Background: an optimization exercise with open tools, aiming at small area. Do not read the settings as production practice.
RTL that was checked went through simulation tests only; none was proved equivalent to the original.
For run 7, only the layout was checked, not whether the RTL still works.
Power and IR drop assume default switching activity.

<file path="flow/config.mk">
export PLATFORM = sky130hd
export DESIGN_NAME = ALU
export DESIGN_NICKNAME = ALU
export VERILOG_FILES = /design/flow/design.v
export SDC_FILE = /design/flow/constraint.sdc
export NUM_CORES = 4
export LEC_CHECK = 0
export ABC_AREA = 1
export CAP_MARGIN = 20
export CORE_MARGIN = 2
export CORE_UTILIZATION = 40
export SLEW_MARGIN = 20
</file>
<file path="flow/constraint.sdc">
create_clock -name core_clock -period 15.0 [get_ports {clk}]
set_input_delay 3.0000 -clock core_clock [delete_from_list [all_inputs] [get_ports {clk}]]
set_output_delay 3.0000 -clock core_clock [all_outputs]
set_load 0.01 [all_outputs]
</file>
<file path="flow/design.v">
module ALU(
  input            clk,
  input      [7:0] A, B,
  input      [3:0] opcode,
  output reg [7:0] out
);
  wire op_div  = (opcode == 4'd3);
  wire op_cmp  = (opcode[3:2] == 2'b11) & (opcode[1:0] != 2'b00);
  reg [7:0] x;
  always @* begin
    case (opcode)
      4'd0, 4'd1, 4'd4,
      4'd13, 4'd14, 4'd15: x = 8'd1;
      4'd2, 4'd6:          x = B;
      4'd5:                x = out;
      4'd7:                x = 8'd2;
      default:             x = 8'd0;
    endcase
  end
  reg [3:0] t;       
  reg       use_acc, use_sr;
  always @* begin
    t = 4'b0000; use_acc = 1'b0; use_sr = 1'b0;
    case (opcode)
      4'd0:                t = 4'b1010;    
      4'd1, 4'd13,
      4'd14, 4'd15:        t = 4'b0101;    
      4'd3:                t = 4'b1100;    
      4'd4, 4'd6:          use_acc = 1'b1;
      4'd8:                use_sr = 1'b1;
      4'd9:                t = 4'b1000;    
      4'd10:               t = 4'b1110;    
      4'd11:               t = 4'b0110;    
      4'd12:               t = 4'b0111;    
      default:             t = 4'b0000;
    endcase
  end
  wire [7:0] asr = {1'b0, A[7:1]};
  reg  [7:0] c;
  integer i;
  always @* begin
    for (i = 0; i < 8; i = i + 1)
      c[i] = t[{A[i], B[i]}] | (use_acc & out[i]) | (use_sr & asr[i]);
  end
  wire [7:0] y    = op_div ? ~B : A;
  wire       cin0 = op_div | op_cmp | (opcode == 4'd1);
  wire [7:0] q;
  wire [7:0] rr [0:8];
  assign rr[8] = 8'd0;
  wire       cout0;
  genvar k, j;
  generate
    for (k = 7; k >= 0; k = k - 1) begin : g_row
      localparam integer W = 8 - k;
      wire [W-1:0] xx, ss;
      wire [W:0]   cc;
      if (W == 1) begin : g_x1
        assign xx = c[k];
      end else begin : g_xn
        assign xx = {rr[k+1][W-2:0], c[k]};
      end
      assign cc[0] = (k == 0) ? cin0 : op_div;
      for (j = 0; j < W; j = j + 1) begin : g_bit
        assign ss[j]   = xx[j] ^ y[j] ^ cc[j];
        assign cc[j+1] = y[j] ? (xx[j] | cc[j]) : (xx[j] & cc[j]);
      end
      wire hz;
      if (W == 8) begin : g8
        assign hz = 1'b1;
      end else begin : gn
        assign hz = ~|B[7:W];
      end
      wire sel = op_div ? (cc[W] & hz) : x[k];
      assign q[k] = sel;
      assign rr[k] = {{(8-W){1'b0}}, (sel ? ss : xx)};
      if (k == 0) begin : g_c0
        assign cout0 = cc[W];
      end
    end
  endgenerate
  wire eq = ~|rr[0];
  reg  flag;
  always @* begin
    case (opcode[1:0])
      2'd1:    flag = eq;
      2'd2:    flag = cout0 & ~eq;
      default: flag = ~cout0;
    endcase
  end
  always @(posedge clk) begin
    if (op_div)      out <= q;
    else if (op_cmp) out <= {8{flag}};
    else             out <= rr[0];
  end
endmodule
</file>
<file path="flow/run.sh">
#!/bin/bash
# synth_recipe.tcl (not shown) runs the flow's synth.tcl, then flattens the netlist and writes it again
# the make line also repeats each setting of config.mk as NAME=value (left out here)
make -C /OpenROAD-flow-scripts/flow DESIGN_CONFIG=/design/flow/config.mk WORK_HOME=/design/flow/orfs CLKGATE_MAP_FILE= SYNTH_SCRIPT=/design/flow/synth_recipe.tcl finish
</file>
==> impl_metrics.json, run 1 <==
{
  "setup_slack_ps": 2830,
  "drc": 0,
  "peakVddDrop_v": 0.0000350,
  "cp.arrival_ps": 12300,
  "r2r_setup_slack_ps": 7330,
  "syn_area_per_cell_um2": 5.40,
  "hold_viol": 0,
  "r2r-end": "out[3]",
  "largest_registers": "out: 8 flops",
  "fillerInstances": 860,
  "portBuffers": 28,
  "crit_type": "input port to flop",
  "status": "no timing/DRC/antenna violations",
  "cp-end-kind": "flop",
  "finClkSkew_ps": 2.64,
  "max-slew-margin-rel_pct": 45.1,
  "fmax_mhz": 82.2,
  "synth_area_leaders": "nand2_1 26%, nand3_1 11%, xor2_1 10%, inv_1 7.0%, nand2_2 6.8%",
  "antenna_found_initial": 0,
  "rsz0062_at_grt": "false",
  "grt_start_max_net_pins": 41,
  "synth_top_area_share_pct": 25.6,
  "place_hpwl_um": 8630,
  "syn_area_um2": 3220,
  "required_ps": 15130,
  "tns_ps": 0,
  "yosys_warnings": 1,
  "drv_cap": 0,
  "min_path_cells": 5,
  "cts_tree": "done",
  "synthToLayoutAreaGrowth_pct": 13.5,
  "place_inst": 720,
  "die_x_um": 93.7,
  "reg2reg_depth": 83,
  "grt-ovfl-total": 0,
  "drt_wl_total_um": 10900,
  "cts_setup_buffers": 0,
  "htree_num_levels": 1,
  "hold_class": "flop to flop",
  "core_area_um2": 7770,
  "period_share_pct": 81.1,
  "dieHeight_um": 93.7,
  "hold_start": "out[7]",
  "num_rows": 32,
  "root_buffer": "clkbuf_8",
  "clk_pin_slew_ps": 50,
  "final_nets": 649,
  "synth_top_cell_by_area": "nand2_1",
  "post-place-ws_ps": 2710,
  "crit_fanout": 40,
  "cts_buffer_depth": 2,
  "min_delay_worst_endpoint": "out[7]",
  "ios": 29,
  "stdcell_count": 723,
  "postRouteAntennaNets": 0,
  "powerDensity_nw_per_um2": 88.4,
  "crit_path_start_kind": "input port",
  "track_usage_pct": 25.6,
  "largest-register": "out",
  "cp_slowest_cell": "clkdlybuf4s50_1",
  "cpPeakStageDelay_ps": 650,
  "cts_made_buffers": 3,
  "syn_nets": 621,
  "clk_latency_ps": 240,
  "vias": 3888,
  "synth_cells": 595,
  "tightest_slew_ps": 815,
  "grt_pass1_wl_um": 17900,
  "ys_seq_area_share_pct": 4.98,
  "postCtsHoldBufs": 0,
  "synthFlopType": "dfxtp_1",
  "p_leak_nw": 1.98,
  "maxSlewViolCount": 0,
  "synth-async-reset-ratio_pct": 0,
  "dieArea_um2": 8770,
  "path_common_cell": "nand2_1",
  "setup_violations": 0,
  "synth_edf_count": 0,
  "ys_ff_latch": 8,
  "cts_sinks": 8,
  "drive_above_1_share_pct": 13.2,
  "diodes": 0,
  "dr.pass1.iters": 5,
  "finalWorstPathRequiredPeriod_ps": 12170,
  "synth_cell_types": 40,
  "initial_utilization_pct": 41.4,
  "grt_pass1_vias": 3748,
  "avgRoutedWirePerCell_um": 15.1,
  "largest_reg_flops": 8,
  "vias_per_cell": 5.38,
  "r2r-start": "out[7]",
  "cts_resized": 0,
  "gp_congestion": 0.895,
  "first_iter_violations": 231
}
-- metal layers --
metal	part of all wire (%)	global-route usage (%)	up-vias
met4	1.9	6.88	0
li1	-	-	1981
met1	46	33.0	1769
met3	5.4	3.77	20
met2	46	44.3	118
met5	0	0	-
-- kinds of logic after synthesis --
kind of cell	share of synthesized area [%]
simple gates	58.7
buf+inv	9.26
compound gates	13.1
xor+xnor	12.0
flops	4.98
fa+ha+maj	1.95
-- cell type report --
cell class	instances	area (µm²)	share of cell area, %
multi-input cells	509	2760	75.6
repair buffers	30	295	8.09
inverters	71	267	7.30
flip-flops and latches	8	160	4.39
well taps	102	128	3.50
clock buffers	3	41.3	1.13
-- critical path, delay by kind of cell --
kind            cells  cell delay, ps
buf+inv             2             710
simple gates       86            8290
compound gates      1             250
-- synthesized netlist by cell type, drive strengths merged (2+ instances only) --
master   instances
o2111ai          2
ha               5
a221oi           2
nand4            9
xnor2            7
nand3b           6
a21boi           4
a31oi            5
a21oi           23
xor2            37
o21ai           23
clkbuf           2
nor2            20
dfxtp            8
nand2          265
inv             70
o311ai           3
nand3           85
a22oi            4
buf              5
or2              2
-- through the flow --
stage / hold WS [ps] / total power, mW / cell area, µm² / utilization, %
floorplan: 764 / 0.223 / 3220 / -
global placement: 759 / 0.288 / 3610 / 46.4
detailed placement: 784 / 0.289 / 3610 / 46.4
CTS: 790 / 0.320 / 3650 / 47.0
global route: 843 / 0.357 / 3650 / 47.0
finish: 796 / 0.323 / 3650 / 47.0
-- power breakdown --
group          switching (mW)  total [mW]  internal [mW]
clock                  0.0126      0.0303         0.0178
sequential            0.00737      0.0368         0.0294
combinational           0.159       0.256         0.0966
total                   0.179       0.323          0.144
-- cells in the final DEF, fill, tap and decap left out, drive strengths merged --
cell             n
a211o            1
a211oi           1
a21boi           4
a21oi           23
a221oi           2
a22o             1
a22oi            4
a31oi            5
and2             1
and3             1
buf              2
clkbuf           3
clkdlybuf4s50   28
clkinv           1
dfxtp            8
ha               5
inv             70
nand2          265
nand3           85
nand3b           6
nand4            9
nor2            20
nor3             1
nor4             1
o2111ai          2
o21ai           23
o311ai           3
or2              2
xnor2            7
xor2            37
-- worst max path at each step --
stage,start,end,slack (ps),cells past startpoint
2_1_floorplan,opcode[1],out[6],5240,90
3_3_place_gp,opcode[0],out[3],2940,89
3_5_place_dp,opcode[0],out[3],2710,89
4_1_cts,opcode[0],out[3],2940,89
5_1_grt,opcode[0],out[3],1700,86
6_report,opcode[3],out[3],2830,89
==> run 2: changes to the inputs <==
==> flow/flow/run.sh (new file) <==
#!/bin/bash
# Own layout flow: the standard flow (standard.sh) with two changes:
#  - synthesis maps with an area-oriented ABC script (flow/abc.script),
#    otherwise the same as synth_recipe.tcl (same registers, flatten, renames);
#  - port buffers are sky130_fd_sc_hd__buf_1 instead of the resizer's default.
set -euo pipefail
here=$(pwd)
export MY_ABC_SCRIPT=$here/flow/abc.script
bash standard.sh "SYNTH_SCRIPT=$here/flow/synth.tcl" \
  "BUFFER_PORTS_ARGS=-buffer_cell sky130_fd_sc_hd__buf_1" finish > $here/flow.log 2>&1
==> flow/flow/abc.script (new file) <==
strash
dch
map -a
topo
stime -c
==> flow/flow/synth.tcl (new file) <==
proc synth {args} { yosys synth -nofsm -noshare {*}$args }
proc abc {args} {
  if {[info exists ::env(MY_ABC_SCRIPT)] && $::env(MY_ABC_SCRIPT) ne ""} {
    set i [lsearch -exact $args -script]
    if {$i >= 0} { set args [lreplace $args [expr {$i+1}] [expr {$i+1}] $::env(MY_ABC_SCRIPT)] }
  }
  yosys abc {*}$args
}
source $::env(SCRIPTS_DIR)/synth.tcl
# left out here: clear keep_hierarchy, flatten, clean up, hide names made inside functions, write 1_2_yosys.v
==> flow/standard.sh (new file) <==
#!/bin/bash
# synth_recipe.tcl (not shown) runs the flow's synth.tcl, then flattens the netlist and writes it again
# the make line also repeats each setting of config.mk as NAME=value (left out here)
make -C /OpenROAD-flow-scripts/flow DESIGN_CONFIG=/design/flow/config.mk WORK_HOME=/design/flow/orfs CLKGATE_MAP_FILE= SYNTH_SCRIPT=/design/flow/synth_recipe.tcl "${@:-finish}"
--- a/flow/config.mk
+++ b/flow/config.mk
@@ -9,4 +9,5 @@
 export CAP_MARGIN = 20
 export CORE_MARGIN = 2
 export CORE_UTILIZATION = 40
+export GPL_TIMING_DRIVEN = 0
 export SLEW_MARGIN = 20
removed: flow/run.sh
==> run 2 against run 1 <==
Still clean on timing, DRC and antenna. Clock skew rose by 11 ps. Cell count shrank 9.7%. Power rose by 3.6%. Sequential share of layout area about the same. Clock power hardly changed. Combinational power increased by 4%. Die area decreased by 21%. Register-to-register slack worse by 3100 ps. Clock-buffer cell count is the same. Flip-flop and latch count did not move. Hold slack improved by 140 ps. Non-clock buffer count rose by 51. Critical path type unchanged. Highest routed layer unchanged.
==> impl_metrics.json, run 2 <==
{
  "required_ps": 15160,
  "dr.pass1.iters": 6,
  "tightest_slew_ps": 1110,
  "portBuffers": 28,
  "synthToLayoutAreaGrowth_pct": 44.2,
  "synth-async-reset-ratio_pct": 0,
  "final_area_um2": 3630,
  "dieArea_um2": 6940,
  "cp.arrival_ps": 14410,
  "fmax_mhz": 70.2,
  "mostFrequentLayoutCells": "116 x nand2_1, 62 x clkinv_1, 61 x nor2_1, 52 x buf_4, 40 x a21oi_1",
  "drive_above_1_share_pct": 27.2,
  "finClkSkew_ps": 13.2,
  "hold_class": "flop to flop",
  "synth_edf_count": 0,
  "hold_viol": 0,
  "cts_tree": "done",
  "first_iter_violations": 306,
  "core_area_um2": 5990,
  "fillerInstances": 572,
  "max-slew-margin-rel_pct": 23.9,
  "drt_wl_total_um": 9910,
  "postRouteAntennaNets": 0,
  "syn_nets": 519,
  "place_hpwl_um": 6790,
  "die_x_um": 83.3,
  "htree_num_levels": 1,
  "synth_cells": 493,
  "final_common_cell": "nand2_1",
  "maxSlewViolCount": 0,
  "ys_ff_latch": 8,
  "post-place-ws_ps": -3390,
  "period_share_pct": 95.0,
  "yosys_warnings": 1,
  "stdcell_count": 653,
  "crit_type": "input port to flop",
  "num_rows": 28,
  "synth_top_area_share_pct": 19.3,
  "avgRoutedWirePerCell_um": 15.2,
  "cp-end-kind": "flop",
  "grt_pass1_wl_um": 15300,
  "grt_pass1_vias": 3319,
  "drv_cap": 0,
  "yosysMostFrequentCell": "nand2_1",
  "grt_start_max_net_pins": 25,
  "cts_sinks": 8,
  "largest-register": "out",
  "post_dp_cell_area_um2": 2730,
  "root_buffer": "clkbuf_8",
  "finalWorstPathRequiredPeriod_ps": 14250,
  "diodes": 0,
  "clk_pin_slew_ps": 60,
  "cpPeakStageDelay_ps": 300,
  "crit_fanout": 7,
  "initial_utilization_pct": 42.0,
  "powerDensity_nw_per_um2": 92.2,
  "syn_area_per_cell_um2": 5.10,
  "dieHeight_um": 83.3,
  "drc": 0,
  "vias": 3681,
  "cts_buffer_depth": 2,
  "crit_path_start_kind": "input port",
  "setup_violations": 0,
  "ys_seq_area_share_pct": 6.37,
  "syn_area_um2": 2510,
  "largest_reg_flops": 8,
  "setup_slack_ps": 747,
  "synth_top_cell_by_area": "nand2_1",
  "vias_per_cell": 5.64,
  "p_leak_nw": 1.56,
  "cp_slowest_cell": "nor4_4",
  "status": "no timing/DRC/antenna violations",
  "clk_latency_ps": 250,
  "synthFlopType": "dfxtp_1",
  "final_nets": 606,
  "path_common_cell": "nand2_1",
  "largest_registers": "out: 8 flops",
  "peakVddDrop_v": 0.0000620,
  "grt-ovfl-total": 0,
  "synth_cell_types": 27,
  "tns_ps": 0,
  "place_inst": 596,
  "track_usage_pct": 26.7,
  "gp_congestion": 0.914,
  "synth_common_cells": "129 x nand2_1, 80 x nor2_1, 76 x clkinv_1, 55 x a21oi_1, 43 x o21ai_0",
  "ios": 29,
  "antenna_found_initial": 0,
  "cts_made_buffers": 3,
  "holdWs_ps": 939,
  "synth_area_leaders": "nand2_1 19%, nor2_1 12%, clkinv_1 11%, a21oi_1 11%, xor2_1 11%"
}
-- run 2: cell types whose count changed in the layout (fill, tap and decap cells not counted), moves of 43 or more --
cell      previous run  this run
nand3_1             73        14
nor2_1              18        61
nand2_1            219       116
buf_4                2        52
inv_1               60         0
clkinv_1             1        62
-- run 2: worst max-delay path, delay by kind of cell --
kind,cells,cell delay (ps)
AO/OA/AOI/OAI,25,3280
XOR/XNOR,6,1080
buffers and inverters,22,2600
AND/OR/NAND/NOR,46,4410
-- run 2: repair_timing --
action | CTS | global route
cloned | 1 | 0
pin swaps | 19 | 38
hold buffers | 0 | 0
setup endpoints to repair | 8 | 8
setup buffers | 32 | 21
gates resized for setup | 58 | 84
-- run 2: worst paths after layout --
check,start,end,slack [ps],cells after the start
hold reg to reg,out[7],out[7],940,6
hold / removal,out[7],out[7],940,6
setup / recovery,opcode[3],out[6],750,99
setup reg to reg,out[7],out[6],4230,92
-- run 2: final cells by class --
class                   count  area (µm²)  area share, %
clock buffers               3        41.3           1.14
inverters                  76         305           8.42
multi-input cells         410        2510           69.2
flip-flops and latches      8         160           4.42
well taps                  75        93.8           2.59
repair buffers             81         515           14.2
-- run 2: per-layer routing --
layer	up-vias	track usage, %	routed length [µm]
met5	-	3.03	0
li1	1787	-	-
met4	0	9.69	358
met2	180	44.9	4610
met1	1665	33.8	4110
met3	49	4.67	826
-- run 2: metrics by stage --
| stage | utilization, % | total power [mW] |
|---|---|---|
| floorplan | - | 0.184 |
| global route | 60.5 | 0.361 |
| global placement | 45.6 | 0.227 |
| detailed placement | 45.6 | 0.230 |
| finish | 60.5 | 0.334 |
| CTS | 53.2 | 0.291 |
-- run 2: kinds of logic (layout without fill, tap and decap cells) --
group	count (synthesis)	in the layout	share of synthesized area [%]
simple gates	237	238	37.2
compound gates	125	125	27.9
buf+inv	76	160	11.3
xor+xnor	41	41	14.3
fa+ha+maj	5	5	2.49
mux	1	1	0.398
flops	8	8	6.37
-- run 2: report_power, final --
part | total (mW) | internal, mW | leakage, nW | switching (mW)
logic | 0.267 | 0.106 | 1.47 | 0.161
registers | 0.0370 | 0.0295 | 0.0674 | 0.00742
clock network | 0.0303 | 0.0177 | 0.0216 | 0.0126
==> run 3: changes to the inputs <==
==> flow/flow/abc.script (replaced) <==
strash
dch
map -B 0.9
topo
stime -c
==> run 3 against run 2 <==
Still clean. Register-to-register slack better by 1200 ps. Design area is 11% lower. First-iteration DRC count fell by 16%. Die area up 15%. Critical path type unchanged. Largest power group unchanged. Highest routed layer unchanged.
==> impl_metrics.json, run 3 <==
{
  "hold_class": "flop to flop",
  "finClkSkew_ps": 3.95,
  "grt_start_max_net_pins": 41,
  "dieArea_um2": 8000,
  "finalWorstPathRequiredPeriod_ps": 13340,
  "grt_pass1_vias": 3463,
  "period_share_pct": 89.0,
  "drt_wl_total_um": 9950,
  "post_dp_cell_area_um2": 3160,
  "synthToLayoutAreaGrowth_pct": 9.90,
  "synth_top_area_share_pct": 34.1,
  "cts_resized": 0,
  "powerDensity_nw_per_um2": 88.9,
  "rsz0062_at_grt": "false",
  "setup_violations": 0,
  "fillerInstances": 829,
  "final_nets": 648,
  "cts_made_buffers": 3,
  "synth_cell_types": 26,
  "cpPeakStageDelay_ps": 440,
  "p_leak_nw": 1.58,
  "postCtsHoldBufs": 0,
  "maxSlewViolCount": 0,
  "first_iter_violations": 258,
  "cts_buffer_depth": 2,
  "synth_cells": 588,
  "largest-register": "out",
  "vias_per_cell": 5.42,
  "clk_pin_slew_ps": 50,
  "r2r-start": "out[7]",
  "track_usage_pct": 26.0,
  "largest_registers": "out: 8 flops",
  "cts_setup_buffers": 0,
  "core_area_um2": 7180,
  "drive_above_1_share_pct": 1.94,
  "stdcell_count": 719,
  "startpoint": "opcode[3]",
  "grt_pass1_wl_um": 16400,
  "mostFrequentLayoutCells": "264 x nand2_1, 85 x nand3_1, 71 x clkinv_1, 37 x xor2_1, 28 x buf_1",
  "fmax_mhz": 74.9,
  "status": "no timing/DRC/antenna violations",
  "cts_tree": "done",
  "antenna_found_initial": 0,
  "diodes": 0,
  "die_x_um": 89.4,
  "place_hpwl_um": 7940,
  "synth_top_cell_by_area": "nand2_1",
  "avgRoutedWirePerCell_um": 13.8,
  "max-slew-margin-rel_pct": 33.1,
  "final_core_util_pct": 44.7,
  "syn_nets": 614,
  "root_buffer": "clkbuf_8",
  "drv_cap": 0,
  "largest_reg_flops": 8,
  "yosys_warnings": 1,
  "portBuffers": 28,
  "cts_sinks": 8,
  "crit_path_start_kind": "input port",
  "yosysMostFrequentCell": "nand2_1",
  "required_ps": 15130,
  "cp_top_family": "simple AND/OR/NAND/NOR gates",
  "cp_slowest_cell": "nand2_1",
  "vias": 3894,
  "cp.arrival_ps": 13470,
  "synth-async-reset-ratio_pct": 0,
  "drc": 0,
  "cp-end-kind": "flop",
  "dr.pass1.iters": 5,
  "gp_congestion": 1.01,
  "final_area_um2": 3210,
  "htree_num_levels": 1,
  "grt-ovfl-total": 0,
  "syn_area_um2": 2920,
  "ys_ff_latch": 8,
  "clk_latency_ps": 240,
  "path_common_cell": "nand2_1",
  "final_common_cell": "nand2_1",
  "crit_fanout": 40,
  "hold_start": "out[7]",
  "tns_ps": 0,
  "postRouteAntennaNets": 0,
  "dieHeight_um": 89.4,
  "synth_common_cells": "265 x nand2_1, 85 x nand3_1, 71 x clkinv_1, 37 x xor2_1",
  "ys_seq_area_share_pct": 5.48,
  "place_inst": 716,
  "crit_type": "input port to flop",
  "synthFlopType": "dfxtp_1",
  "tightest_slew_ps": 993,
  "initial_utilization_pct": 40.7,
  "peakVddDrop_v": 0.0000384,
  "hold_viol": 0,
  "synth_edf_count": 0,
  "cp_num_buf_inv": 2,
  "syn_area_per_cell_um2": 4.97,
  "num_rows": 31,
  "ios": 29,
  "synth_area_leaders": "nand2_1 34%, nand3_1 15%, xor2_1 11%, clkinv_1 9.1%, dfxtp_1 5.5%"
}
-- run 3: where the power goes --
part	total [mW]	leakage, nW	internal (mW)	switching, mW
clock network	0.0290	0.0216	0.0177	0.0113
registers	0.0366	0.0675	0.0294	0.00717
logic	0.220	1.49	0.0761	0.144
-- run 3: layout make-up --
type                       instances  area, µm²  share of cell area [%]
clock buffer                       3       41.3                    1.29
inverter                          71        267                    8.30
multi-input combinational        509       2500                    78.1
sequential                         8        160                    4.99
tap                               99        124                    3.86
timing repair buffer              29        113                    3.51
-- run 3: through the flow --
step	hold WS, ps	power (mW)	setup WS, ps
floorplan	761	0.203	2920
global placement	759	0.250	-665
detailed placement	770	0.253	1180
CTS	779	0.283	1380
global route	847	0.317	189
finish	788	0.285	1660
-- run 3: metal layers --
metal  global-route usage (%)  vias to the layer above  share of wire (%)
met5                        0                        -                  0
li1                         -                     1997                  -
met1                     35.1                     1752                 45
met4                     7.19                        0                1.6
met3                     2.12                       19                6.8
met2                     44.3                      126                 47
-- run 3: cell families after synthesis --
logic type | Yosys count | share of synthesized area, %
XOR/XNOR | 44 | 13.2
adder cells (fa/ha/maj) | 5 | 2.14
buffers and inverters | 71 | 9.13
AO/OA/AOI/OAI | 69 | 14.1
AND/OR/NAND/NOR | 391 | 56.0
flip-flops | 8 | 5.48
-- run 3: final timing paths --
path | endpoint | slack, ps | cells past startpoint
worst min-delay path | out[7] | 790 | 5
worst max-delay path | out[4] | 1660 | 88
worst min register to register | out[7] | 790 | 5
worst max register to register | out[4] | 5460 | 81
-- run 3: worst min-delay path: cells and delay by family, from the launching register on --
kind | cells | cell delay [ps]
DFF | 1 | 320
and+or+nand+nor | 4 | 300
AOI/OAI and AO/OA | 1 | 120
==> run 4: changes to the inputs <==
==> flow/flow/abc.script (replaced) <==
strash
balance
rewrite
refactor
balance
rewrite
rewrite -z
balance
refactor -z
rewrite -z
balance
dch
map -B 0.9
topo
stime -c
--- a/flow/config.mk
+++ b/flow/config.mk
@@ -9,5 +9,6 @@
 export CAP_MARGIN = 20
 export CORE_MARGIN = 2
 export CORE_UTILIZATION = 40
+export CTS_BUF_LIST = sky130_fd_sc_hd__clkbuf_1 sky130_fd_sc_hd__clkbuf_2
 export GPL_TIMING_DRIVEN = 0
 export SLEW_MARGIN = 20
==> run 4 against run 3 <==
Critical endpoint is now out[5]. Power down 20%. Global-route usage down 2.0 points. First-iteration DRC count increased by 5.0%. Highest routed layer unchanged.
==> impl_metrics.json, run 4 <==
{
  "htree_num_levels": 1,
  "synth_cells": 570,
  "setup_violations": 0,
  "tightest_slew_ps": 1140,
  "antenna_found_initial": 0,
  "cts_sinks": 8,
  "clk_latency_ps": 260,
  "synthAdderAreaFrac_pct": 2.29,
  "cp_num_buf_inv": 6,
  "crit_fanout": 18,
  "maxSlewViolCount": 0,
  "cp_top_family": "simple AND/OR/NAND/NOR gates",
  "powerDensity_nw_per_um2": 77.2,
  "p_leak_nw": 1.48,
  "period_share_pct": 89.9,
  "final_nets": 631,
  "cts_made_buffers": 3,
  "num_rows": 30,
  "portBuffers": 28,
  "holdWs_ps": 870,
  "ios": 29,
  "yosys_warnings": 1,
  "hold_class": "flop to flop",
  "dieHeight_um": 86.6,
  "mostFrequentLayoutCells": "249 x nand2_1, 86 x nand3_1, 83 x clkinv_1, 28 x buf_1",
  "dr.pass1.iters": 5,
  "cp.arrival_ps": 13620,
  "fmax_mhz": 74.2,
  "finalWorstPathRequiredPeriod_ps": 13480,
  "diodes": 0,
  "synth_mux_area_share_pct": 0.413,
  "largest_reg_flops": 8,
  "rsz0062_at_grt": "false",
  "synth-simple-area-share_pct": 56.4,
  "grt_pass1_vias": 3164,
  "synthToLayoutAreaGrowth_pct": 8.90,
  "synth_cell_types": 22,
  "postRouteAntennaNets": 0,
  "peakVddDrop_v": 0.0000496,
  "clk_pin_slew_ps": 90,
  "place_inst": 680,
  "finClkSkew_ps": 6.20,
  "track_usage_pct": 24.0,
  "required_ps": 15140,
  "synth_compound_area_share_pct": 13.3,
  "cp_slowest_cell": "o21ai_1",
  "cts_tree": "done",
  "vias_per_cell": 5.32,
  "stdcell_count": 683,
  "drive_above_1_share_pct": 1.99,
  "syn_area_um2": 2730,
  "place_hpwl_um": 7200,
  "cts_buffer_depth": 2,
  "crit_type": "input port to flop",
  "grt-ovfl-total": 0,
  "synthFlopType": "dfxtp_1",
  "cpPeakStageDelay_ps": 340,
  "status": "no timing/DRC/antenna violations",
  "post-place-ws_ps": 792,
  "syn_nets": 596,
  "path_common_cell": "nand2_1",
  "fillerInstances": 772,
  "first_iter_violations": 271,
  "final_area_um2": 2970,
  "syn_area_per_cell_um2": 4.79,
  "yosysMostFrequentCell": "nand2_1",
  "largest_registers": "out: 8 flops",
  "synth_top_area_share_pct": 34.5,
  "tns_ps": 0,
  "root_buffer": "clkbuf_2",
  "avgRoutedWirePerCell_um": 13.0,
  "cp-end-kind": "flop",
  "largest-register": "out",
  "drc": 0,
  "ys_ff_latch": 8,
  "grt_pass1_wl_um": 14600,
  "ys_seq_area_share_pct": 5.87,
  "max-slew-margin-rel_pct": 23.1,
  "synth_top_family_by_area": "simple AND/OR/NAND/NOR gates",
  "setup_slack_ps": 1520,
  "hold_viol": 0,
  "post_dp_cell_area_um2": 2950,
  "synth-async-reset-ratio_pct": 0,
  "synth_common_cells": "251 x nand2_1, 87 x nand3_1, 83 x clkinv_1, 32 x o21ai_0",
  "synth-xor-area-share_pct": 10.3,
  "dieArea_um2": 7500,
  "initial_utilization_pct": 40.8,
  "drt_wl_total_um": 8870,
  "grt_start_max_net_pins": 19,
  "gp_congestion": 0.940,
  "power.total_uw": 229,
  "crit_path_start_kind": "input port",
  "synth_top_cell_by_area": "nand2_1",
  "final_core_util_pct": 44.5,
  "synth_edf_count": 0,
  "synth_area_leaders": "nand2_1 35%, nand3_1 16%, clkinv_1 11%, xor2_1 8.3%, dfxtp_1 5.9%",
  "die_x_um": 86.6,
  "drv_cap": 0,
  "vias": 3631,
  "final_common_cell": "nand2_1",
  "core_area_um2": 6680
}
## run 4: kinds of logic after synthesis
kind of cell,Yosys count
DFF,8
xor gates and xnor gates,32
buffers and inverters,83
adders and majority gates,5
and+or+nand+nor,374
muxes,1
AOI/OAI and AO/OA,67
## run 4: timing repair
action / 4_1_cts / 5_1_grt
buffers inserted: 0 / 0
endpoints found under the hold margin: 0 / 0
gates resized for setup: 0 / 8
endpoints found under the setup margin: 0 / 8
hold buffers: 0 / 0
## run 4: final cells by class
class / count / area [µm²] / share of cell area (%)
multi-input cells: 479 / 2270 / 76.3
inverters: 83 / 312 / 10.5
flip-flops and latches: 8 / 160 / 5.39
repair buffers: 30 / 118 / 3.96
well taps: 80 / 100 / 3.37
clock buffers: 3 / 15.0 / 0.505
## run 4: path summary, 6_finish.rpt
path,endpoint,startpoint,cells after the start,slack (ps)
worst min register to register,out[7],out[7],6,870
worst min-delay path,out[7],out[7],6,870
worst max register to register,out[5],out[7],83,5160
worst max-delay path,out[5],opcode[0],83,1520
## run 4: report_power, final
part,switching [mW],internal [mW]
logic,0.118,0.0617
clock network,0.00872,0.00545
registers,0.00714,0.0284
## run 4: worst reg2reg max path: cells and delay by family (launching register included)
family / cells / cell delay, ps
AOI/OAI and AO/OA: 1 / 320
buffers and inverters: 2 / 150
DFF: 1 / 400
and+or+nand+nor: 80 / 8840
## run 4: layer usage
layer	routed length [µm]	GRT usage, %	vias up
met5	0	0	-
met4	98	3.98	0
met3	597	2.48	11
met2	4160	41.0	129
met1	4020	33.0	1602
li1	-	-	1889
==> run 5: changes to the inputs <==
--- a/flow/design.v
+++ b/flow/design.v
@@ -52,7 +52,7 @@
   generate
     for (k = 7; k >= 0; k = k - 1) begin : g_row
       localparam integer W = 8 - k;
-      wire [W-1:0] xx, ss;
+      wire [W-1:0] xx;
       wire [W:0]   cc;
       if (W == 1) begin : g_x1
         assign xx = c[k];
@@ -60,8 +60,9 @@
         assign xx = {rr[k+1][W-2:0], c[k]};
       end
       assign cc[0] = (k == 0) ? cin0 : op_div;
+      wire [W-1:0] tt;
       for (j = 0; j < W; j = j + 1) begin : g_bit
-        assign ss[j]   = xx[j] ^ y[j] ^ cc[j];
+        assign tt[j]   = y[j] ^ cc[j];
         assign cc[j+1] = y[j] ? (xx[j] | cc[j]) : (xx[j] & cc[j]);
       end
       wire hz;
@@ -72,7 +73,7 @@
       end
       wire sel = op_div ? (cc[W] & hz) : x[k];
       assign q[k] = sel;
-      assign rr[k] = {{(8-W){1'b0}}, (sel ? ss : xx)};
+      assign rr[k] = {{(8-W){1'b0}}, xx ^ (tt & {W{sel}})};
       if (k == 0) begin : g_c0
         assign cout0 = cc[W];
       end
==> flow/flow/abc.script (replaced) <==
strash
dc2
dch
map -a
topo
stime -c
==> run 5 against run 4 <==
Now fails the layout checks on setup timing. Worst setup slack got worse by 1700 ps. Via count is 1.8% higher. Synthesized cell count down 29%. Critical path depth rose by 11. Wire length rose by 30%. Critical endpoint is now out[4]. Highest routed layer unchanged.
==> impl_metrics.json, run 5 <==
{
  "grt_pass1_wl_um": 17000,
  "powerDensity_nw_per_um2": 78.8,
  "period_share_pct": 101,
  "rsz0062_at_grt": "true",
  "clk_latency_ps": 260,
  "clk_pin_slew_ps": 90,
  "core_area_um2": 5440,
  "drt_wl_total_um": 11500,
  "so_faults": "setup timing",
  "p_leak_nw": 1.61,
  "synth_top_cell_by_area": "nand2_1",
  "cts_made_buffers": 3,
  "ys_ff_latch": 8,
  "required_ps": 15160,
  "final_common_cell": "buf_4",
  "drv_cap": 0,
  "synth_common_cells": "80 x nand2_1, 53 x clkinv_1, 52 x nor2_1, 46 x a21oi_1",
  "power.total_uw": 319,
  "largest-register": "out",
  "crit_path_start_kind": "input port",
  "mostFrequentLayoutCells": "97 x buf_4, 54 x nand2_1, 25 x a21oi_1, 25 x nand3_1",
  "met1Wirelength_um": 4360,
  "cp_slowest_cell": "a21oi_1",
  "antenna_found_initial": 0,
  "startpoint": "opcode[3]",
  "dr.pass1.iters": 7,
  "place_inst": 504,
  "synth_cell_types": 26,
  "first_iter_violations": 553,
  "initial_utilization_pct": 40.8,
  "cp.arrival_ps": 15300,
  "syn_nets": 430,
  "gp_congestion": 0.904,
  "tightest_slew_ps": 1280,
  "peakVddDrop_v": 0.0000559,
  "post-place-ws_ps": -3180,
  "synth_top_area_share_pct": 13.5,
  "crit_fanout": 11,
  "hold_start": "out[7]",
  "multi_input_area_um2": 2600,
  "r2r-start": "out[7]",
  "die_x_um": 78.5,
  "largest_registers": "out: 8 flops",
  "cpPeakStageDelay_ps": 580,
  "vias_per_cell": 6.08,
  "htree_num_levels": 1,
  "top_layer_used": "met4",
  "syn_area_per_cell_um2": 5.49,
  "synthToLayoutAreaGrowth_pct": 82.6,
  "status": "failed layout checks",
  "grt_pass1_vias": 3501,
  "route.met3.wl_um": 1010,
  "postCtsHoldBufs": 0,
  "cp-end-kind": "flop",
  "largest_reg_flops": 8,
  "fmax_mhz": 66.0,
  "dieArea_um2": 6160,
  "root_buffer": "clkbuf_2",
  "hold_class": "flop to flop",
  "seq_area_um2": 160,
  "crit_type": "input port to flop",
  "portBuffers": 28,
  "maxSlewViolCount": 0,
  "ios": 29,
  "num_rows": 27,
  "finClkSkew_ps": 2.92,
  "cts_tree": "done",
  "drc": 0,
  "synth_area_leaders": "nand2_1 14%, a21oi_1 10%, xor2_1 9.5%, clkinv_1 9.0%, nor2_1 8.8%",
  "place_hpwl_um": 5860,
  "grt-ovfl-total": 0,
  "stdcell_count": 608,
  "synth_edf_count": 0,
  "ys_seq_area_share_pct": 7.22,
  "vias": 3697,
  "synth-async-reset-ratio_pct": 0,
  "cts_sinks": 8,
  "synthFlopType": "dfxtp_1",
  "dr_wl_met2_um": 5440,
  "dieHeight_um": 78.5,
  "path_common_cell": "buf_4",
  "cts_buffer_depth": 2,
  "setup_slack_ps": -147,
  "final_nets": 564,
  "diodes": 0,
  "track_usage_pct": 34.7,
  "syn_area_um2": 2220,
  "avgRoutedWirePerCell_um": 19.0,
  "hold_viol": 0,
  "setup_violations": 8,
  "grt_start_max_net_pins": 13,
  "fillerInstances": 396,
  "yosys_warnings": 1,
  "finalWorstPathRequiredPeriod_ps": 15150,
  "drive_above_1_share_pct": 49.6,
  "synth_cells": 404,
  "postRouteAntennaNets": 0,
  "max-slew-margin-rel_pct": 13.8,
  "yosysMostFrequentCell": "nand2_1"
}
==> run 5: worst max-delay path: cells and delay by family <==
family	cells	cell delay (ps)
buf+inv	32	3970
simple gates	38	4240
compound gates	18	2790
xor+xnor	6	1290
==> run 5: routing by layer <==
layer	vias to the layer above	GRT usage, %
li1	1632	-
met1	1681	42.7
met2	282	59.0
met3	102	4.37
met4	0	18.1
met5	-	0
==> run 5: worst paths after layout <==
| kind | slack [ps] | endpoint | cells past startpoint |
|---|---|---|---|
| max | -150 | out[4] | 94 |
| min reg2reg | 1010 | out[7] | 6 |
| max reg2reg | 2980 | out[4] | 96 |
| min | 1010 | out[7] | 6 |
==> run 5: what timing repair did <==
item,in CTS,in global routing
endpoints found under the setup margin,8,8
setup buffers,87,14
gates cloned,1,0
gates resized for setup,163,77
pin swaps,69,70
==> run 5: cells by family after synthesis <==
group | after synthesis | synth area share [%]
AO/OA/AOI/OAI | 107 | 27.8
XOR/XNOR | 39 | 15.4
adder cells (fa/ha/maj) | 5 | 2.82
buffers and inverters | 53 | 8.97
flip-flops | 8 | 7.22
AND/OR/NAND/NOR | 192 | 37.8
==> run 5: layout make-up <==
class	count	share of cell area, %
well taps	72	2.22
flip-flops and latches	8	3.95
clock buffers	3	0.371
inverters	53	6.58
multi-input cells	344	64.3
repair buffers	128	22.6
==> run 5: per-stage QoR <==
stage	cell area, µm²	setup TNS (ps)	util, %	hold WS, ps
5_1_grt	4050	-6610	74.5	1040
3_5_place_dp	2430	-24300	44.7	817
6_report	4050	-861	74.5	1010
4_1_cts	3670	-1350	67.4	859
3_3_place_gp	2430	-22310	44.7	812
2_1_floorplan	2240	0	-	760
==> run 5: power by group <==
group	internal, mW	switching, mW
clock network	0.00545	0.00925
logic	0.118	0.149
registers	0.0291	0.00820
==> run 6: changes to the inputs <==
==> flow/flow/abc.script (replaced) <==
strash
dc2
dch
map -B 0.7
topo
stime -c
==> run 6 against run 5 <==
The run now finishes clean. Die area is 14% higher. Clock skew is 13 ps higher. Clock-buffer cell count is the same. Wire length decreased by 24%. Critical path type unchanged.
==> impl_metrics.json, run 6 <==
{
  "cp_slowest_cell": "o21ai_0",
  "grt_pass1_vias": 3144,
  "first_iter_violations": 261,
  "status": "no timing/DRC/antenna violations",
  "grt_pass1_wl_um": 14500,
  "r2r-end": "out[6]",
  "postCtsHoldBufs": 0,
  "cts_buffer_depth": 2,
  "drt_wl_total_um": 8760,
  "tns_ps": 0,
  "cts_made_buffers": 3,
  "ios": 29,
  "crit_fanout": 16,
  "fmax_mhz": 75.0,
  "grt-ovfl-total": 0,
  "path_common_cell": "nand2_1",
  "syn_area_um2": 2560,
  "place_hpwl_um": 6820,
  "final_nets": 600,
  "required_ps": 15150,
  "yosysMostFrequentCell": "nand2_1",
  "syn_area_per_cell_um2": 4.77,
  "yosys_warnings": 1,
  "synth_top_cell_by_area": "nand2_1",
  "initial_utilization_pct": 40.7,
  "synthFlopType": "dfxtp_1",
  "gp_congestion": 0.903,
  "cp_top_family": "simple AND/OR/NAND/NOR gates",
  "dieHeight_um": 84.0,
  "max-slew-margin-rel_pct": 43.9,
  "crit_cells": 76,
  "power.total_uw": 202,
  "fillerInstances": 731,
  "dr.pass1.iters": 5,
  "ys_seq_area_share_pct": 6.26,
  "largest_registers": "out: 8 flops",
  "vias": 3549,
  "drc": 0,
  "grt_start_max_net_pins": 18,
  "synth_edf_count": 0,
  "finalWorstPathRequiredPeriod_ps": 13330,
  "postRouteAntennaNets": 0,
  "largest-register": "out",
  "avgRoutedWirePerCell_um": 13.5,
  "diodes": 0,
  "r2r_setup_slack_ps": 5340,
  "cp.arrival_ps": 13480,
  "synth-async-reset-ratio_pct": 0,
  "ys_ff_latch": 8,
  "num_rows": 29,
  "period_share_pct": 88.9,
  "drv_cap": 0,
  "portBuffers": 28,
  "peakVddDrop_v": 0.0000453,
  "reg2reg_depth": 80,
  "p_leak_nw": 1.35,
  "cp-end-kind": "flop",
  "hold_viol": 0,
  "cts_sinks": 8,
  "track_usage_pct": 24.7,
  "root_buffer": "clkbuf_2",
  "clk_pin_slew_ps": 90,
  "crit_type": "input port to flop",
  "clk_latency_ps": 260,
  "r2r-start": "out[6]",
  "synth_area_leaders": "nand2_1 35%, nand3_1 21%, clkinv_1 11%, dfxtp_1 6.3%, xor2_1 5.5%",
  "synth_top_area_share_pct": 34.9,
  "dieArea_um2": 7050,
  "drive_above_1_share_pct": 4.20,
  "antenna_found_initial": 0,
  "startpoint": "opcode[0]",
  "endpoint": "out[6]",
  "final_common_cell": "nand2_1",
  "maxSlewViolCount": 0,
  "mostFrequentLayoutCells": "235 x nand2_1, 105 x nand3_1, 71 x clkinv_1, 27 x buf_1, 23 x o21ai_0",
  "tightest_slew_ps": 832,
  "vias_per_cell": 5.47,
  "cpPeakStageDelay_ps": 650,
  "largest_reg_flops": 8,
  "die_x_um": 84.0,
  "powerDensity_nw_per_um2": 71.1,
  "synth_cell_types": 18,
  "synthToLayoutAreaGrowth_pct": 11.4,
  "cts_tree": "done",
  "hold_class": "flop to flop",
  "rsz0062_at_grt": "false",
  "setup_violations": 0,
  "crit_path_start_kind": "input port",
  "syn_nets": 562,
  "synth_common_cells": "238 x nand2_1, 106 x nand3_1, 73 x clkinv_1, 23 x o21ai_0, 17 x nor2_1",
  "core_area_um2": 6280,
  "htree_num_levels": 1,
  "cp_num_buf_inv": 5,
  "synth_cells": 536,
  "finClkSkew_ps": 16.0
}
-- run 6: worst min path at each step --
stage,start,end,slack [ps],cells past startpoint
floorplan,out[7],out[7],660,4
global placement,out[7],out[7],750,4
detailed placement,out[7],out[7],730,4
CTS,out[7],out[7],750,4
global route,out[7],out[7],820,4
finish,out[7],out[7],770,4
-- run 6: layout make-up --
cell class | instances | area [µm²] | area share (%)
flip-flops and latches | 8 | 160 | 5.62
clock buffers | 3 | 15.0 | 0.527
well taps | 77 | 96.3 | 3.38
multi-input cells | 455 | 2160 | 75.7
inverters | 73 | 278 | 9.75
repair buffers | 33 | 144 | 5.05
-- run 6: cells by family after synthesis --
logic type | after synthesis | share of synthesized area, %
AOI/OAI and AO/OA | 45 | 9.44
xor gates and xnor gates | 23 | 7.88
adders and majority gates | 5 | 2.45
buffers and inverters | 73 | 10.7
DFF | 8 | 6.26
and+or+nand+nor | 382 | 63.3
-- run 6: worst reg2reg max path, delay by kind of cell (launching register included) --
| kind | cells | cell delay, ps |
|---|---|---|
| simple gates | 73 | 8000 |
| xor+xnor | 3 | 740 |
| flops | 1 | 370 |
| compound gates | 2 | 240 |
| buf+inv | 2 | 230 |
-- run 6: where the power goes --
group | internal, mW | leakage [nW] | switching [mW]
clock network | 0.00545 | 0.0125 | 0.00968
registers | 0.0280 | 0.0674 | 0.00627
logic | 0.0486 | 1.27 | 0.104
-- run 6: metrics by stage --
stage | hold slack (ps) | util [%] | instances | area [µm²] | worst slack (ps)
after floorplan | 664 | - | 536 | 2560 | 3040
after global placement | 751 | 44.0 | 641 | 2760 | 433
after detailed placement | 732 | 44.0 | 641 | 2760 | 235
after CTS | 750 | 44.2 | 644 | 2770 | 512
after global routing | 824 | 45.4 | 649 | 2850 | 42.8
final | 771 | 45.4 | 649 | 2850 | 1670
-- run 6: timing repair --
action                                  4_1_cts  5_1_grt
buffers inserted                              0        5
endpoints found under the setup margin        0        8
resized for setup                             0       10
-- run 6: per-layer routing --
metal / vias to the layer above / global-route usage (%) / wire length, µm
met5: - / 0 / 0
met4: 0 / 6.16 / 142
met3: 15 / 2.87 / 686
met2: 140 / 41.8 / 4010
met1: 1571 / 33.3 / 3920
li1: 1823 / - / -
==> run 7: changes to the inputs <==
--- a/flow/design.v
+++ b/flow/design.v
@@ -63,7 +63,7 @@
       wire [W-1:0] tt;
       for (j = 0; j < W; j = j + 1) begin : g_bit
         assign tt[j]   = y[j] ^ cc[j];
-        assign cc[j+1] = y[j] ? (xx[j] | cc[j]) : (xx[j] & cc[j]);
+        assign cc[j+1] = tt[j] ? xx[j] : y[j];
       end
       wire hz;
       if (W == 8) begin : g8
==> flow/flow/abc.script (replaced) <==
strash
balance
rewrite
refactor
balance
rewrite
rewrite -z
balance
refactor -z
rewrite -z
balance
dch
map -B 0.9
topo
stime -c
==> run 7 against run 6 <==
Still clean on timing, DRC and antenna. Worst setup slack lost 33 ps. Critical path depth grew 9. Wire length fell by 7.2%.
==> impl_metrics.json, run 7 <==
{
  "diodes": 0,
  "htree_num_levels": 1,
  "first_iter_violations": 272,
  "seqPwrFrac_pct": 17.7,
  "tns_ps": 0,
  "combPwrFrac_pct": 76.1,
  "fillerInstances": 657,
  "place_inst": 612,
  "largest_reg_flops": 8,
  "portBuffers": 28,
  "cts_sinks": 8,
  "holdWs_ps": 914,
  "yosysMostFrequentCell": "nand2_1",
  "post-place-ws_ps": -19.6,
  "fmax_mhz": 74.8,
  "postCtsHoldBufs": 0,
  "root_buffer": "clkbuf_2",
  "cp.arrival_ps": 13470,
  "track_usage_pct": 25.2,
  "r2r_setup_slack_ps": 5400,
  "drc": 0,
  "min_delay_worst_endpoint": "out[7]",
  "synth_compound_area_share_pct": 15.4,
  "tightest_slew_ps": 1030,
  "syn_nets": 535,
  "max-slew-margin-rel_pct": 30.4,
  "status": "no timing/DRC/antenna violations",
  "place_hpwl_um": 6620,
  "cts_made_buffers": 3,
  "ys_seq_area_share_pct": 6.53,
  "clockPowerShare_pct": 6.3,
  "dieHeight_um": 82.3,
  "synth_top_cell_by_area": "nand2_1",
  "hold_viol": 0,
  "cpPeakStageDelay_ps": 580,
  "crit_type": "input port to flop",
  "final_common_cell": "nand2_1",
  "vias_per_cell": 5.37,
  "synth-simple-area-share_pct": 55.2,
  "postRouteAntennaNets": 0,
  "dieArea_um2": 6770,
  "cp_slowest_cell": "o21ai_0",
  "maxSlewViolCount": 0,
  "cp_num_buf_inv": 6,
  "yosys_warnings": 1,
  "vias": 3325,
  "avgRoutedWirePerCell_um": 13.1,
  "powerDensity_nw_per_um2": 70.6,
  "r2r-end": "out[3]",
  "synth_area_leaders": "nand2_1 31%, nand3_1 18%, clkinv_1 13%, o21ai_0 6.9%, dfxtp_1 6.5%",
  "r2r-start": "out[7]",
  "final_nets": 572,
  "cp_top_family": "simple AND/OR/NAND/NOR gates",
  "rsz0062_at_grt": "false",
  "power.internal_uw": 79.8,
  "ys_ff_latch": 8,
  "grt_pass1_wl_um": 13300,
  "synth_top_area_share_pct": 30.8,
  "mostFrequentLayoutCells": "198 x nand2_1, 87 x nand3_1, 82 x clkinv_1, 33 x o21ai_0, 28 x buf_1",
  "synth_top_family_by_area": "simple AND/OR/NAND/NOR gates",
  "syn_area_per_cell_um2": 4.82,
  "core_area_um2": 5920,
  "antenna_found_initial": 0,
  "synth-async-reset-ratio_pct": 0,
  "swShare_pct": 58.5,
  "cts_buffer_depth": 2,
  "clk_pin_slew_ps": 70,
  "power.total_uw": 192,
  "gp_congestion": 0.924,
  "synthToLayoutAreaGrowth_pct": 11.2,
  "setup_slack_ps": 1640,
  "cts_tree": "done",
  "grt_start_max_net_pins": 17,
  "p_leak_nw": 1.22,
  "reg2reg_depth": 82,
  "synth_cells": 509,
  "synth_mux_area_share_pct": 0,
  "period_share_pct": 89.1,
  "grt_pass1_vias": 2843,
  "drt_wl_total_um": 8130,
  "die_x_um": 82.3,
  "finalWorstPathRequiredPeriod_ps": 13360,
  "required_ps": 15110,
  "cp-end-kind": "flop",
  "path_common_cell": "nand2_1",
  "drv_cap": 0,
  "hold_class": "flop to flop",
  "synth_cell_types": 20,
  "synth-xor-area-share_pct": 7.50,
  "synth_edf_count": 0,
  "p_sw_uw": 113,
  "setup_violations": 0,
  "clk_latency_ps": 220,
  "synthAdderAreaFrac_pct": 2.55,
  "hold_start": "out[7]",
  "syn_area_um2": 2450,
  "dr.pass1.iters": 6,
  "synthFlopType": "dfxtp_1",
  "peakVddDrop_v": 0.0000475,
  "startpoint": "opcode[3]",
  "min_path_cells": 6,
  "largest_registers": "out: 8 flops",
  "stdcell_count": 619,
  "num_rows": 28,
  "crit_path_start_kind": "input port",
  "largest-register": "out",
  "finClkSkew_ps": 4.37,
  "drive_above_1_share_pct": 3.49,
  "crit_fanout": 16,
  "ios": 29,
  "initial_utilization_pct": 41.4,
  "grt-ovfl-total": 0,
  "synth_common_cells": "201 x nand2_1, 87 x nand3_1, 84 x clkinv_1, 34 x o21ai_0, 26 x nor2_1"
}
run 7: tightest hold or removal path: cells and delay by family, from the launching register on:
kind	cells	cell delay [ps]
compound gates	2	200
simple gates	3	250
flops	1	360
buf+inv	1	80
run 7: power by group through the flow:
| stage | registers (mW) | clock network, mW | logic [mW] |
|---|---|---|---|
| 2_1_floorplan | 0.0362 | 0 | 0.103 |
| 3_3_place_gp | 0.0339 | 0 | 0.140 |
| 3_5_place_dp | 0.0342 | 0 | 0.142 |
| 4_1_cts | 0.0337 | 0.0128 | 0.143 |
| 5_1_grt | 0.0346 | 0.0135 | 0.167 |
| 6_report | 0.0340 | 0.0121 | 0.146 |
run 7: repair_timing:
action | 4_1_cts | 5_1_grt
gates resized for setup | 0 | 9
endpoints found under the setup margin | 0 | 8
hold endpoints to repair | 0 | 0
buffers inserted | 0 | 4
run 7: worst max path at each step:
| stage | depth (start not counted) | slack [ps] | endpoint |
|---|---|---|---|
| global route | 86 | 20 | out[0] |
| CTS | 89 | 190 | out[3] |
| detailed placement | 89 | -20 | out[3] |
| finish | 85 | 1640 | out[3] |
| global placement | 85 | 170 | out[0] |
| floorplan | 88 | 3010 | out[0] |
run 7: logic make-up (layout without fill, tap and decap cells):
logic type | Yosys count | in the layout
simple gates | 324 | 324
buf+inv | 84 | 119
compound gates | 67 | 67
xor+xnor | 21 | 21
flops | 8 | 8
fa+ha+maj | 5 | 5
run 7: cell type report:
type	count	area [µm²]	area share [%]
Multi-Input combinational cell	417	2000	73.3
Inverter	84	323	11.8
Sequential cell	8	160	5.87
Timing Repair Buffer	32	135	4.96
Tap cell	75	93.8	3.44
Clock buffer	3	15.0	0.551
run 7: per-layer routing:
| layer | vias to the layer above | GRT usage (%) | part of all wire (%) |
|---|---|---|---|
| met5 | - | 0 | 0 |
| met4 | 0 | 6.33 | 1.1 |
| met3 | 10 | 1.85 | 6.4 |
| met2 | 133 | 40.6 | 45 |
| met1 | 1467 | 36.1 | 47 |
| li1 | 1715 | - | - |
run 7: stage by stage:
step	instance area, µm²	util [%]
after CTS	2670	45.0
after detailed placement	2650	44.8
after global routing	2730	46.0
final	2730	46.0
after global placement	2650	44.8
after floorplan	2450	-
==> run 8: changes to the inputs <==
--- a/flow/design.v
+++ b/flow/design.v
@@ -63,7 +63,7 @@
       wire [W-1:0] tt;
       for (j = 0; j < W; j = j + 1) begin : g_bit
         assign tt[j]   = y[j] ^ cc[j];
-        assign cc[j+1] = tt[j] ? xx[j] : y[j];
+        assign cc[j+1] = (xx[j] & y[j]) | (cc[j] & (xx[j] | y[j]));
       end
       wire hz;
       if (W == 8) begin : g8
==> flow/flow/abc.script (replaced) <==
strash
dc2
dch
map -B 0.7
topo
stime -c
--- a/flow/config.mk
+++ b/flow/config.mk
@@ -8,7 +8,7 @@
 export ABC_AREA = 1
 export CAP_MARGIN = 20
 export CORE_MARGIN = 2
-export CORE_UTILIZATION = 40
+export CORE_UTILIZATION = 75
 export CTS_BUF_LIST = sky130_fd_sc_hd__clkbuf_1 sky130_fd_sc_hd__clkbuf_2
 export GPL_TIMING_DRIVEN = 0
 export SLEW_MARGIN = 20
==> run 8 against run 7 <==
Sequential power about the same. Die area decreased by 45%. Worst setup slack got worse by 360 ps. Sequential share of layout area increased by 0.25 points. Hold slack got worse by 7.9 ps. Via count increased by 4.9%. Clock-buffer cell count unchanged. Global-route usage increased by 18 points. Power about the same. Fmax decreased by 2.6%. Combinational power about the same. Clock power increased by 12%.
==> impl_metrics.json, run 8 <==
{
  "peakVddDrop_v": 0.0000266,
  "yosysMostFrequentCell": "nand2_1",
  "synth_top_area_share_pct": 28.8,
  "grt_start_max_net_pins": 17,
  "cts_resized": 0,
  "finClkSkew_ps": 1.31,
  "tightest_slew_ps": 802,
  "crit_path_start_kind": "input port",
  "core_area_um2": 3050,
  "track_usage_pct": 43.4,
  "largest-register": "out",
  "diodes": 0,
  "synth_cells": 498,
  "root_buffer": "clkbuf_2",
  "cts_tree": "done",
  "required_ps": 15110,
  "cts_sinks": 8,
  "cp_slowest_cell": "ha_1",
  "syn_area_per_cell_um2": 4.86,
  "grt_pass1_wl_um": 12200,
  "post-place-ws_ps": 742,
  "crit_fanout": 16,
  "finalWorstPathRequiredPeriod_ps": 13720,
  "antenna_found_initial": 0,
  "ys_seq_area_share_pct": 6.61,
  "syn_nets": 523,
  "cp_num_buf_inv": 4,
  "num_rows": 20,
  "synth_cell_types": 18,
  "drive_above_1_share_pct": 1.89,
  "grt-ovfl-total": 0,
  "final_common_cell": "nand2_1",
  "fmax_mhz": 72.9,
  "die_x_um": 60.8,
  "initial_utilization_pct": 79.3,
  "period_share_pct": 91.5,
  "holdWs_ps": 906,
  "cpPeakStageDelay_ps": 370,
  "cts_buffer_depth": 2,
  "r2r_setup_slack_ps": 4780,
  "drt_wl_total_um": 7850,
  "syn_area_um2": 2420,
  "ios": 29,
  "synth-async-reset-ratio_pct": 0,
  "status": "no timing/DRC/antenna violations",
  "cp_top_family": "simple AND/OR/NAND/NOR gates",
  "portBuffers": 28,
  "hold_class": "flop to flop",
  "power.total_uw": 192,
  "postRouteAntennaNets": 0,
  "drv_cap": 0,
  "grt_pass1_vias": 2818,
  "mostFrequentLayoutCells": "183 x nand2_1, 90 x nand3_1, 86 x clkinv_1, 28 x buf_1",
  "dr.pass1.iters": 5,
  "setup_slack_ps": 1280,
  "crit_type": "input port to flop",
  "max-slew-margin-rel_pct": 46.0,
  "cp-end-kind": "flop",
  "setup_violations": 0,
  "avgRoutedWirePerCell_um": 13.7,
  "dieArea_um2": 3700,
  "tns_ps": 0,
  "postCtsHoldBufs": 0,
  "synthToLayoutAreaGrowth_pct": 7.90,
  "largest_reg_flops": 8,
  "final_nets": 556,
  "yosys_warnings": 1,
  "fillerInstances": 228,
  "largest_registers": "out: 8 flops",
  "synthFlopType": "dfxtp_1",
  "first_iter_violations": 493,
  "vias_per_cell": 6.09,
  "path_common_cell": "nand2_1",
  "clk_latency_ps": 240,
  "hold_viol": 0,
  "synth_common_cells": "186 x nand2_1, 90 x nand3_1, 87 x clkinv_1, 21 x o21ai_0, 20 x nor2_1",
  "maxSlewViolCount": 0,
  "clk_pin_slew_ps": 80,
  "synth_area_leaders": "nand2_1 29%, nand3_1 19%, clkinv_1 13%, dfxtp_1 6.6%, o21ai_0 4.3%",
  "stdcell_count": 573,
  "vias": 3487,
  "drc": 0,
  "powerDensity_nw_per_um2": 73.5,
  "synth_edf_count": 0,
  "place_inst": 570,
  "cts_setup_buffers": 0,
  "gp_congestion": 1.01,
  "dieHeight_um": 60.8,
  "p_leak_nw": 1.14,
  "rsz0062_at_grt": "false",
  "cp.arrival_ps": 13830,
  "htree_num_levels": 1,
  "cts_made_buffers": 3,
  "synth_top_cell_by_area": "nand2_1",
  "place_hpwl_um": 6350,
  "ys_ff_latch": 8
}
==> run 8: cell count changes in the layout (fill, tap and decap cells not counted), sizes merged, moves of 5 or more <==
cell | previous run | this run
o21ai | 34 | 21
nor3 | 1 | 6
nor2 | 26 | 20
nand2 | 201 | 186
o22ai | 1 | 8
nand4 | 1 | 6
a22oi | 7 | 0
==> run 8: metrics by stage <==
stage	util [%]	area, µm²
finish	85.6	2610
global route	85.6	2610
CTS	85.1	2600
detailed placement	84.6	2580
global placement	84.6	2580
floorplan	-	2420
==> run 8: power by group <==
part	leakage (nW)	total [mW]	internal [mW]	switching (mW)
clock network	0.0125	0.0136	0.00546	0.00819
logic	1.06	0.145	0.0458	0.0989
registers	0.0674	0.0339	0.0279	0.00597
total	1.14	0.192	0.0791	0.113
==> run 8: cell families (layout without fill, tap and decap cells) <==
logic type                 count (synthesis)  after routing  share of synthesized area (%)
AOI/OAI and AO/OA                         64             64                           15.1
and+or+nand+nor                          314            314                           55.2
buffers and inverters                     87            118                           13.5
adders and majority gates                  4              4                           2.07
xor gates and xnor gates                  21             21                           7.59
DFF                                        8              8                           6.61
==> run 8: final cells by class <==
type,count,area (µm²),share of cell area [%]
flip-flops and latches,8,160,6.13
multi-input cells,403,1950,74.5
repair buffers,28,105,4.02
inverters,87,330,12.6
clock buffers,3,15.0,0.574
well taps,44,55.1,2.11
==> run 8: per-layer routing <==
metal	share of wire [%]	vias up	track usage, %
met3	13	48	12.4
met4	3.5	0	19.9
met2	45	261	70.8
li1	-	1696	-
met5	0	-	0
met1	38	1482	52.5
==> run 8: final timing paths <==
path / endpoint / startpoint / depth (start not counted)
worst min register to register: out[7] / out[7] / 4
worst max-delay path: out[0] / opcode[0] / 88
worst max register to register: out[0] / out[6] / 83
worst min-delay path: out[7] / out[7] / 4
==> run 8: tightest hold or removal path: cells and delay by family (launching register included) <==
| kind | cells | cell delay, ps |
|---|---|---|
| AOI/OAI and AO/OA | 1 | 60 |
| DFF | 1 | 360 |
| and+or+nand+nor | 3 | 450 |
==> run 9: changes to the inputs <==
--- a/flow/config.mk
+++ b/flow/config.mk
@@ -8,7 +8,7 @@
 export ABC_AREA = 1
 export CAP_MARGIN = 20
 export CORE_MARGIN = 2
-export CORE_UTILIZATION = 75
+export CORE_UTILIZATION = 40
 export CTS_BUF_LIST = sky130_fd_sc_hd__clkbuf_1 sky130_fd_sc_hd__clkbuf_2
 export GPL_TIMING_DRIVEN = 0
 export SLEW_MARGIN = 20
==> run 9 against run 8 <==
Fmax rose by 1.9%. Combinational power shrank 3%. Area after synthesis unchanged. Global-route usage decreased by 19 points. Highest routed layer unchanged. Cell count grew 5.8%. Non-clock buffer count increased by 2. Design area is 2.1% higher. Hold slack worse by 100 ps. Clock skew up 9.3 ps. Clock power down 7%. Power is 2.3% lower.
==> impl_metrics.json, run 9 <==
{
  "clk_pin_slew_ps": 70,
  "maxSlewViolCount": 0,
  "status": "no timing/DRC/antenna violations",
  "cp_num_buf_inv": 3,
  "syn_nets": 523,
  "antenna_found_initial": 0,
  "tns_ps": 0,
  "drt_wl_total_um": 7910,
  "dieArea_um2": 6690,
  "hold_viol": 0,
  "fmax_mhz": 74.2,
  "max-slew-margin-rel_pct": 44.9,
  "grt_start_max_net_pins": 17,
  "dieHeight_um": 81.8,
  "holdWs_ps": 805,
  "rsz0062_at_grt": "false",
  "finClkSkew_ps": 10.6,
  "cpPeakStageDelay_ps": 310,
  "num_rows": 28,
  "grt-ovfl-total": 0,
  "synth_mux_area_share_pct": 0,
  "clk_latency_ps": 230,
  "synth-xor-area-share_pct": 7.59,
  "synth_cells": 498,
  "final_common_cell": "nand2_1",
  "grt_pass1_wl_um": 13100,
  "synth_top_cell_by_area": "nand2_1",
  "synthAdderAreaFrac_pct": 2.07,
  "die_x_um": 81.8,
  "synth_compound_area_share_pct": 15.1,
  "synth_area_leaders": "nand2_1 29%, nand3_1 19%, clkinv_1 13%, dfxtp_1 6.6%, o21ai_0 4.3%",
  "cts_sinks": 8,
  "synth_common_cells": "186 x nand2_1, 90 x nand3_1, 87 x clkinv_1, 21 x o21ai_0, 20 x nor2_1",
  "crit_path_start_kind": "input port",
  "required_ps": 15090,
  "synth_top_family_by_area": "simple AND/OR/NAND/NOR gates",
  "place_hpwl_um": 6600,
  "synth_cell_types": 18,
  "reg2reg_depth": 83,
  "mostFrequentLayoutCells": "183 x nand2_1, 89 x nand3_1, 85 x clkinv_1, 28 x buf_1",
  "crit_fanout": 16,
  "hold_start": "out[7]",
  "synth-async-reset-ratio_pct": 0,
  "synth_top_area_share_pct": 28.8,
  "cp_top_family": "simple AND/OR/NAND/NOR gates",
  "synthFlopType": "dfxtp_1",
  "vias": 3281,
  "root_buffer": "clkbuf_2",
  "first_iter_violations": 192,
  "hold_class": "flop to flop",
  "power.total_uw": 188,
  "path_common_cell": "nand2_1",
  "yosysMostFrequentCell": "nand2_1",
  "period_share_pct": 89.8,
  "synth-simple-area-share_pct": 55.2,
  "yosys_warnings": 1,
  "dr.pass1.iters": 5,
  "initial_utilization_pct": 41.2,
  "cts_tree": "done",
  "tightest_slew_ps": 818,
  "vias_per_cell": 5.41,
  "largest-register": "out",
  "min_path_cells": 4,
  "p_leak_nw": 1.15,
  "synthToLayoutAreaGrowth_pct": 10.1,
  "finalWorstPathRequiredPeriod_ps": 13470,
  "powerDensity_nw_per_um2": 70.4,
  "crit_type": "input port to flop",
  "cp-end-kind": "flop",
  "cts_made_buffers": 3,
  "ys_seq_area_share_pct": 6.61,
  "largest_reg_flops": 8,
  "postRouteAntennaNets": 0,
  "synth_edf_count": 0,
  "startpoint": "opcode[3]",
  "largest_registers": "out: 8 flops",
  "gp_congestion": 0.905,
  "cp.arrival_ps": 13560,
  "drive_above_1_share_pct": 2.64,
  "avgRoutedWirePerCell_um": 13.1,
  "core_area_um2": 5890,
  "cts_buffer_depth": 2,
  "crit_cells": 88,
  "final_core_util_pct": 45.3,
  "cp_slowest_cell": "xnor2_1",
  "track_usage_pct": 24.7,
  "htree_num_levels": 1,
  "portBuffers": 28,
  "r2r-start": "out[6]",
  "drc": 0,
  "peakVddDrop_v": 0.0000392,
  "syn_area_per_cell_um2": 4.86,
  "final_nets": 558,
  "setup_violations": 0,
  "ys_ff_latch": 8,
  "ios": 29,
  "diodes": 0,
  "drv_cap": 0,
  "syn_area_um2": 2420,
  "grt_pass1_vias": 2795
}
## run 9: cell counts after synthesis
Identical to the previous run, type by type.
## run 9: layout make-up
type / instances / area [µm²]
clock buffer: 3 / 15.0
inverter: 87 / 330
fill: 715 / 3220
sequential: 8 / 160
tap: 75 / 93.8
timing repair buffer: 30 / 120
multi-input combinational: 403 / 1950
## run 9: repair_timing
action,4_1_cts,5_1_grt
hold buffers,0,0
setup endpoints to repair,0,8
setup buffers,0,2
resized for setup,0,6
## run 9: metal layers
layer	vias up	wire [µm]	GRT usage, %
met1	1473	3690	34.6
li1	1695	-	-
met2	111	3600	41.0
met5	-	0	0
met3	2	611	2.20
met4	0	19	5.50
## run 9: worst register-to-register path: cells and delay by family, from the launching register on
family                 cells  cell delay (ps)
AND/OR/NAND/NOR           75             8150
XOR/XNOR                   2              590
flip-flops                 1              340
buffers and inverters      3              330
AO/OA/AOI/OAI              3              440
## run 9: cell families after synthesis
logic type      Yosys count
fa+ha+maj                 4
compound gates           64
simple gates            314
flops                     8
xor+xnor                 21
buf+inv                  87
## run 9: worst paths after layout
check,slack [ps],endpoint
max,1530,out[1]
min,800,out[7]
max reg2reg,5000,out[1]
min reg2reg,800,out[7]
## run 9: power by group
group	internal (mW)	total (mW)	switching [mW]
sequential	0.0279	0.0346	0.00669
combinational	0.0459	0.141	0.0948
clock	0.00545	0.0126	0.00720
total	0.0793	0.188	0.109
## run 9: per-stage QoR
stage	std cells	instance area, µm²	setup WS [ps]
4_1_cts	604	2640	794
6_report	606	2670	1530
2_1_floorplan	498	2420	3460
5_1_grt	606	2670	40.3
3_3_place_gp	601	2620	745
3_5_place_dp	601	2620	551

[what the ideal ports hide]
No port has a modelled driver above. Below, the same layouts with a new extraction and two added sets of constraints. Step 1, drivers: a clkbuf_16 drives clk and a buf_2 each remaining input, both assumed. Step 2 times the ports against the registers' clock, not the clock port: input delays grow and output delays shrink by t, the midpoint of the rising clock arrivals with the driver on. Three values: ideal, step 1, step 2; two values: the first two.
run | t, ns | setup WS [ns] | hold slack, ns
run 1 | 0.270 | 2.832 / 2.834 / 2.564 | 0.796 / 0.796 / 0.796
run 2 | 0.272 | 0.747 / 0.753 / 0.482 | 0.939 / 0.939 / 0.939
run 3 | 0.266 | 1.656 / 1.662 / 1.396 | 0.788 / 0.788 / 0.788
run 4 | 0.275 | 1.516 / 1.515 / 1.240 | 0.870 / 0.870 / 0.870
run 5 | 0.282 | -0.147 / -0.180 / -0.462 | 1.006 / 1.006 / 1.006
run 6 | 0.280 | 1.668 / 1.672 / 1.392 | 0.771 / 0.771 / 0.771
run 7 | 0.236 | 1.635 / 1.629 / 1.392 | 0.914 / 0.914 / 0.914
run 8 | 0.260 | 1.277 / 1.273 / 1.014 | 0.906 / 0.906 / 0.906
run 9 | 0.248 | 1.531 / 1.528 / 1.280 | 0.805 / 0.805 / 0.805
For run 5, which loses most, drivers alone change the setup slack by -0.033 ns; drivers and shift together by -0.315 ns.
